This is an optimization exercise on Yosys and OpenROAD, whose aim is small area, not a production implementation.
In this exercise RTL edits were held to simulation tests only and were not proved equivalent to the original.
Power figures rest on the tool's default switching activity, not on a simulated workload.

==> try-onyx: inputs <==
Design tennis, start of the top module:
module tennis(
 input wire glb_clk,
 input wire pixtick,  
 input wire reset,
 input wire lbat_human,
 input wire [8:0] lbat_move,  
 input wire rbat_human,
 input wire [8:0] rbat_move,  
 input wire tv_mode,
 input wire scanlines,        
 input wire pause,            
 output wire hsync,           
 output wire vsync,          
 output wire csync,           
 output wire ball,            
 output wire left_bat,        
 output wire right_bat,      
 output wire field_and_score,
 output wire sound           
);
==> flow/config.mk <==
export PLATFORM = sky130hd
export DESIGN_NAME = tennis
export DESIGN_NICKNAME = tennis
export VERILOG_FILES = /design/flow/design.v
export SDC_FILE = /design/flow/constraint.sdc
export NUM_CORES = 4
export LEC_CHECK = 0
export CAP_MARGIN = 20
export CORE_MARGIN = 2
export CORE_UTILIZATION = 40
export SLEW_MARGIN = 20
==> flow/constraint.sdc <==
create_clock -name core_clock -period 10.0 [get_ports {glb_clk}]
set_input_delay 2.0000 -clock core_clock [delete_from_list [all_inputs] [get_ports {glb_clk}]]
set_output_delay 2.0000 -clock core_clock [all_outputs]
set_load 0.01 [all_outputs]
standard.sh (not shown) runs the stock make flow with config.mk's settings and CLKGATE_MAP_FILE= SYNTH_SCRIPT=/design/flow/synth_recipe.tcl, a recipe that flattens the netlist after the stock synthesis.
==> flow/flow/run.sh <==
#!/bin/bash
# Own layout flow: the standard synthesis, then its combinational logic re-mapped
# for area with ABC (flip-flops untouched), then the standard ORFS flow from floorplan on.
set -euo pipefail
W=$(pwd)
R=$W/orfs/results/${FLOW_PLATFORM}/tennis/base
LIB=$FLOW_HOME/platforms/${FLOW_PLATFORM}/lib/sky130_fd_sc_hd__tt_025C_1v80.lib
YOSYS=$FLOW_HOME/../tools/install/yosys/bin/yosys
[ -x "$YOSYS" ] || YOSYS=yosys
DU="-dont_use *probe* -dont_use *lpflow* -dont_use *clkbuf* -dont_use *clkinv* -dont_use *dly* -dont_use *conb* -dont_use *bleeder* -dont_use *tap* -dont_use *fill* -dont_use *decap* -dont_use *diode*"

bash standard.sh synth > $W/log_1_standard_synth.txt 2>&1
cp $R/1_2_yosys.v $W/std_netlist.v

sed -e "s|@LIB@|$LIB|g" -e "s|@NET@|$W/std_netlist.v|g" -e "s|@OUT@|$W/resyn_netlist.v|g" \
    -e "s|@SCRIPT@|$W/flow/area.abc|g" -e "s|@DU@|$DU|g" $W/flow/resyn.ys > $W/resyn_run.ys
"$YOSYS" -l $W/log_2_resyn.txt -s $W/resyn_run.ys > /dev/null 2>&1

cp $W/resyn_netlist.v $R/1_2_yosys.v
rm -f $R/1_synth.odb $R/1_synth.sdc
bash standard.sh finish "BUFFER_PORTS_ARGS=-buffer_cell sky130_fd_sc_hd__buf_1" "CTS_ARGS=-sink_clustering_enable -repair_clock_nets -dont_use_dummy_load -buf_list sky130_fd_sc_hd__clkbuf_8" > $W/log_3_standard_finish.txt 2>&1
==> flow/flow/area.abc <==
strash
&get -n
&deepsyn -T 20
&put
dch -f
amap
==> flow/flow/resyn.ys <==
# Re-map the combinational logic of the standard synthesis netlist for area.
# The flip-flop instances (names, cell types, connections) are kept as they are.
read_liberty -ignore_miss_func @LIB@
read_verilog @NET@
hierarchy -top tennis
setattr -mod -set keep_hierarchy 1 sky130_fd_sc_hd__df* sky130_fd_sc_hd__edf*
select -set comb t:sky130_fd_sc_hd__* t:sky130_fd_sc_hd__df* %d t:sky130_fd_sc_hd__edf* %d
rename -hide @comb
select -clear
flatten
opt_clean
tee -o @OUT@.pre.stat stat -liberty @LIB@
abc -liberty @LIB@ @DU@ -script @SCRIPT@
opt_clean -purge
hilomap -singleton -hicell sky130_fd_sc_hd__conb_1 HI -locell sky130_fd_sc_hd__conb_1 LO
splitnets
opt_clean -purge
insbuf -buf sky130_fd_sc_hd__buf_4 A X
tee -o @OUT@.stat stat -liberty @LIB@
select -module tennis
write_verilog -noattr -nohex -nodec -selected @OUT@
==> try-indigo (differences from try-onyx) <==
--- a/flow/design.v
+++ b/flow/design.v
@@ -16,47 +16,46 @@
  output wire left_bat,        
  output wire right_bat,      
  output wire field_and_score,
  output wire sound           
 );
  reg [7:0] hcount;
  reg [8:0] vcount;
  reg hfield;
- reg [8:0] lbat_ypos;
- reg [8:0] rbat_ypos;
+ reg [8:0] lbat_npos;
+ reg [8:0] rbat_npos;
  reg [8:0] ball_ypos;
  reg [6:0] ball_xpos;
  reg ball_ydir;
  reg ball_xdir;
  reg ball_yspd;
  reg [1:0] vbcnt;
  reg hcoll;
  reg vcoll;
  reg vcollonfield;
  reg vb;
  reg lbat_ydir;
  reg rbat_ydir;
  reg [3:0] l_score;
  reg [3:0] r_score;
- reg [8:0] snd_div;
  reg [1:0] snd_sel;
  wire lineend = (hcount==8'd255);
  wire pixlineend = pixtick & lineend;
  wire lastline = (vcount==9'd311);
  wire lastlineend = lastline & lineend;
  wire pixlastlineend = pixlineend & lastline;
  wire [6:0] hc = hcount[6:0];
  wire show = hcount[7] | ~scanlines;
  wire vfield = (vcount >= 9'd48) & (vcount <= 9'd279);
  wire tborder = (vcount[8:1]==8'd24);   
  wire bborder = (vcount[8:1]==8'd139);  
  wire vborder = tborder | bborder;
- wire [9:0] lrel = {1'b0, vcount} + {1'b0, ~lbat_ypos};   
- wire [9:0] rrel = {1'b0, vcount} + {1'b0, ~rbat_ypos};
+ wire [9:0] lrel = {1'b0, vcount} + {1'b0, lbat_npos};   
+ wire [9:0] rrel = {1'b0, vcount} + {1'b0, rbat_npos};
  wire above_lbat = ~lrel[9];
  wire below_lbat = lrel[9] & (lrel[8:5]!=4'd0);
  wire above_rbat = ~rrel[9];
  wire below_rbat = rrel[9] & (rrel[8:5]!=4'd0);
  wire v_lbat = lrel[9] & (lrel[8:5]==4'd0);
  wire v_rbat = rrel[9] & (rrel[8:5]==4'd0);
  wire nsync = (hc[6:3]==4'he);  
  assign hsync = (hc[6:3]!=4'hf);  
@@ -96,41 +95,42 @@
                           ( ( hfield & vborder & ~hc[0] )
                             |
                             ( vfield & (hc==7'd64) & ~(vcount[2]^vcount[1]) )
                             |
                             sc_img
                           );
  wire lgoal = (ball_xpos==7'd105) & ball_xdir;
  wire rgoal = (ball_xpos==7'd22) & ~ball_xdir;
+ reg snd_frame2;
+ wire [2:0] snd_div = snd_frame2 ? (vcount[4:2] + 3'd6) : vcount[4:2];
+ wire snd_end = snd_frame2 & (vcount==9'd199);
  assign sound = (snd_sel[1]) ?
-                 ( (snd_sel[0]) ? snd_div[2] : snd_div[3] )
+                 ( (snd_sel[0]) ? snd_div[0] : snd_div[1] )
                  :
-                 ( (snd_sel[0]) ? snd_div[4] : 1'b0 );
- wire snd_start = pixlastlineend & (lgoal | rgoal | hcoll | vcollonfield);
+                 ( (snd_sel[0]) ? snd_div[2] : 1'b0 );
+ wire snd_start = lgoal | rgoal | hcoll | vcollonfield;
  always @(posedge glb_clk)
  begin
-  if (reset | snd_start)
-   snd_div <= 9'd0;
-  else
-   snd_div <= snd_div + {8'd0, pixlineend};
+  if (pixlastlineend)
+   snd_frame2 <= ~snd_start;
  end
  always @(posedge glb_clk)
  begin
   if (reset)
    snd_sel <= 2'd0;
   else if (pixlineend)
   begin
    if (lastline & (lgoal | rgoal))
     snd_sel <= 2'd3;
    else if (lastline & hcoll)
     snd_sel <= 2'd2;
    else if (lastline & vcollonfield)
     snd_sel <= 2'd1;
-   else if (~lastline & (snd_div==9'h1ff))
+   else if (~lastline & snd_end)
     snd_sel <= 2'd0;
   end
  end
  always @(posedge glb_clk)
  begin
   if (reset)
    hcount <= 8'd0;
   else
@@ -152,33 +152,33 @@
  wire hs = ~(hcoll^ball_xdir);
  wire frame_en = pixlastlineend & ~pause;
  wire lfast = ~ball_xdir;
  wire rfast = ball_xdir;
  wire [8:0] lm = ~frame_en ? 9'd0 : lbat_human ? lbat_move :
                  { {6{lbat_ydir}}, lbat_ydir, lbat_ydir^lfast, ~(lbat_ydir&lfast) };
  wire [8:0] rm = ~frame_en ? 9'd0 : rbat_human ? rbat_move :
                  { {6{rbat_ydir}}, rbat_ydir|rfast, rbat_ydir&~rfast, rbat_ydir|~rfast };
- wire [9:0] ld = {1'b0, lbat_ypos} - {1'b0, lm};
- wire [9:0] rd = {1'b0, rbat_ypos} - {1'b0, rm};
- wire lc279 = frame_en & lbat_human & lm[8] & (ld[8:0] > 9'd279);
- wire lc15  = frame_en & lbat_human & ~lm[8] & (lbat_ypos >= 9'd15) & (ld[9] | (ld[8:0] < 9'd15));
- wire rc279 = frame_en & rbat_human & rm[8] & (rd[8:0] > 9'd279);
- wire rc15  = frame_en & rbat_human & ~rm[8] & (rbat_ypos >= 9'd15) & (rd[9] | (rd[8:0] < 9'd15));
+ wire [9:0] ls = {1'b0, lbat_npos} + {1'b0, lm};
+ wire [9:0] rs = {1'b0, rbat_npos} + {1'b0, rm};
+ wire lc279 = frame_en & lbat_human & lm[8] & (ls[8:0] < 9'd232);
+ wire lc15  = frame_en & lbat_human & ~lm[8] & (lbat_npos <= 9'd496) & (ls[9] | (ls[8:0] > 9'd496));
+ wire rc279 = frame_en & rbat_human & rm[8] & (rs[8:0] < 9'd232);
+ wire rc15  = frame_en & rbat_human & ~rm[8] & (rbat_npos <= 9'd496) & (rs[9] | (rs[8:0] > 9'd496));
  always @(posedge glb_clk)
  begin
   if (reset)
   begin
-   lbat_ypos <= 9'd96;
-   rbat_ypos <= 9'd224;
+   lbat_npos <= ~9'd96;
+   rbat_npos <= ~9'd224;
   end
   else
   begin
-   lbat_ypos <= lc279 ? 9'd279 : lc15 ? 9'd15 : ld[8:0];
-   rbat_ypos <= rc279 ? 9'd279 : rc15 ? 9'd15 : rd[8:0];
+   lbat_npos <= lc279 ? ~9'd279 : lc15 ? ~9'd15 : ls[8:0];
+   rbat_npos <= rc279 ? ~9'd279 : rc15 ? ~9'd15 : rs[8:0];
   end
  end
  wire xmove = frame_en & (l_score!=4'd15) & (r_score!=4'd15);
  always @(posedge glb_clk)
  begin
   if (reset)
   begin
    ball_ypos <= 9'd192;
==> flow/flow/run.sh (replaced) <==
#!/bin/bash
# Own layout flow: the standard synthesis, then its combinational logic re-mapped
# for area with ABC (flip-flops untouched: same instances, names and cells), keeping
# the smallest of several ABC seeds, then the standard ORFS flow from floorplan on,
# with buf_1 port buffers and a clkbuf_8 clock tree.
set -euo pipefail
W=$(pwd)
R=$W/orfs/results/${FLOW_PLATFORM}/tennis/base
LIB=$FLOW_HOME/platforms/${FLOW_PLATFORM}/lib/sky130_fd_sc_hd__tt_025C_1v80.lib
YOSYS=$FLOW_HOME/../tools/install/yosys/bin/yosys
[ -x "$YOSYS" ] || YOSYS=yosys
DU="-dont_use *probe* -dont_use *lpflow* -dont_use *clkbuf* -dont_use *clkinv* -dont_use *dly* -dont_use *conb* -dont_use *bleeder* -dont_use *tap* -dont_use *fill* -dont_use *decap* -dont_use *diode*"

bash standard.sh synth > $W/log_1_standard_synth.txt 2>&1
cp $R/1_2_yosys.v $W/std_netlist.v

resyn() {
  local seed=$1
  sed -e "s|@SEED@|$seed|g" $W/flow/area.abc > $W/area_$seed.abc
  sed -e "s|@LIB@|$LIB|g" -e "s|@NET@|$W/std_netlist.v|g" -e "s|@OUT@|$W/resyn_$seed.v|g" \
      -e "s|@SCRIPT@|$W/area_$seed.abc|g" -e "s|@DU@|$DU|g" $W/flow/resyn.ys > $W/resyn_$seed.ys
  "$YOSYS" -l $W/log_2_resyn_$seed.txt -s $W/resyn_$seed.ys > /dev/null 2>&1 || true
}
for group in "0 1 2 3" "4 5 6 7"; do
  for s in $group; do resyn $s & done
  wait
done
best=""; best_area=""
for s in 0 1 2 3 4 5 6 7; do
  [ -f $W/resyn_$s.v.stat ] || continue
  a=$(grep "Chip area for top module" $W/resyn_$s.v.stat | awk '{print $NF}')
  echo "seed $s area $a" >> $W/log_2_resyn_summary.txt
  if [ -z "$best" ] || awk -v a=$a -v b=$best_area 'BEGIN{exit !(a<b)}'; then best=$s; best_area=$a; fi
done
echo "best seed $best area $best_area" >> $W/log_2_resyn_summary.txt

cp $W/resyn_$best.v $R/1_2_yosys.v
rm -f $R/1_synth.odb $R/1_synth.sdc
bash standard.sh finish "BUFFER_PORTS_ARGS=-buffer_cell sky130_fd_sc_hd__buf_1" "CTS_ARGS=-sink_clustering_enable -repair_clock_nets -dont_use_dummy_load -sink_clustering_size 28 -sink_clustering_max_diameter 250 -buf_list sky130_fd_sc_hd__clkbuf_8" > $W/log_3_standard_finish.txt 2>&1
==> flow/flow/area.abc (replaced) <==
strash
&get -n
&deepsyn -T 20 -S @SEED@
&put
dch -f
amap
==> comparison <==
Of try-indigo and try-onyx, try-onyx has the higher clock power (gap about 7%, measured against try-onyx). Of try-onyx and try-indigo, try-onyx has the higher sequential share of layout area (gap 1.1 points). First-iteration DRC count: try-indigo is lower than try-onyx (11%). Between try-indigo and try-onyx, the lower setup slack is in try-onyx (gap 350 ps). In clock-buffer cell count, try-indigo and try-onyx do not differ. In try-indigo the flip-flop and latch count is lower than in try-onyx, by 8. Between try-onyx and try-indigo, the lower clock skew is in try-indigo (gap 1.4 ps). Of try-onyx and try-indigo, try-onyx has the higher utilization (gap 0.093 points). Of try-indigo and try-onyx, try-onyx has the higher global-route usage (gap 0.25 points).
==> figures <==
Final setup skew: try-onyx 25.08 ps; try-indigo 23.67 ps
Placement Cell Area: try-onyx 0.005199 sq mm; try-indigo 0.004920 sq mm
Die extent in y: try-onyx 114.4 microns; try-indigo 111.3 microns
Worst Setup Slack, final: try-onyx 1211 ps; try-indigo 1561 ps
Number of filler instances in the final layout: try-onyx 1244; try-indigo 1215
Floorplan row count: try-onyx 40; try-indigo 39
Capturing element of the worst setup path: try-onyx lbat_ypos[3]; try-indigo lbat_npos[3]
Net switching power: try-onyx 0.1319 mW; try-indigo 0.2302 mW
Multi-input combinational cell count: try-onyx 545; try-indigo 537
Tcrit/Tclk final: try-onyx 0.8789; try-indigo 0.8439
Clock period minus worst slack: try-onyx 8789 ps; try-indigo 8439 ps
Tapcells: try-onyx 147; try-indigo 143
Result of the run: try-onyx finished clean; try-indigo finished clean
Power in sequential cells: try-onyx 0.334 mW; try-indigo 0.333 mW
Met1 global-route usage: try-onyx 0.3241; try-indigo 0.2914
IR drop worst, VDD: try-onyx 82.96 uV; try-indigo 92.27 uV
Post-layout power: try-onyx 0.5508 mW; try-indigo 0.6840 mW
Transition time of the tightest slew-check pin: try-onyx 927.7 ps; try-indigo 839.5 ps
Avg Synthesized Cell Area: try-onyx 6.808 sq um; try-indigo 6.593 sq um

[static timing again, ports no longer ideal]
The results above use ideal ports. As a check the final layouts listed here were re-extracted and re-timed, cells and wires unchanged. Step 1: set_driving_cell puts a clkbuf_16 on glb_clk and a buf_2 on each other input, an assumption about the parent block. Step 2 also shifts input and output timing later by t, the mid clock arrival at the registers, as if the neighbouring blocks saw the same clock. Three values: ideal ports, drivers, drivers and shift; two values: the first two.
run	shift t [ns]	setup slack, ns	worst setup path after step 2	cell pins on the clock port's net
try-onyx	0.402	1.211 / 1.225 / 0.822	input to register	1
try-indigo	0.392	1.561 / 1.572 / 1.180	input to register	1
After both steps setup and hold are still met in every run listed. For try-onyx, which loses most, drivers alone change the setup slack by +0.014 ns; drivers and shift together by -0.389 ns.
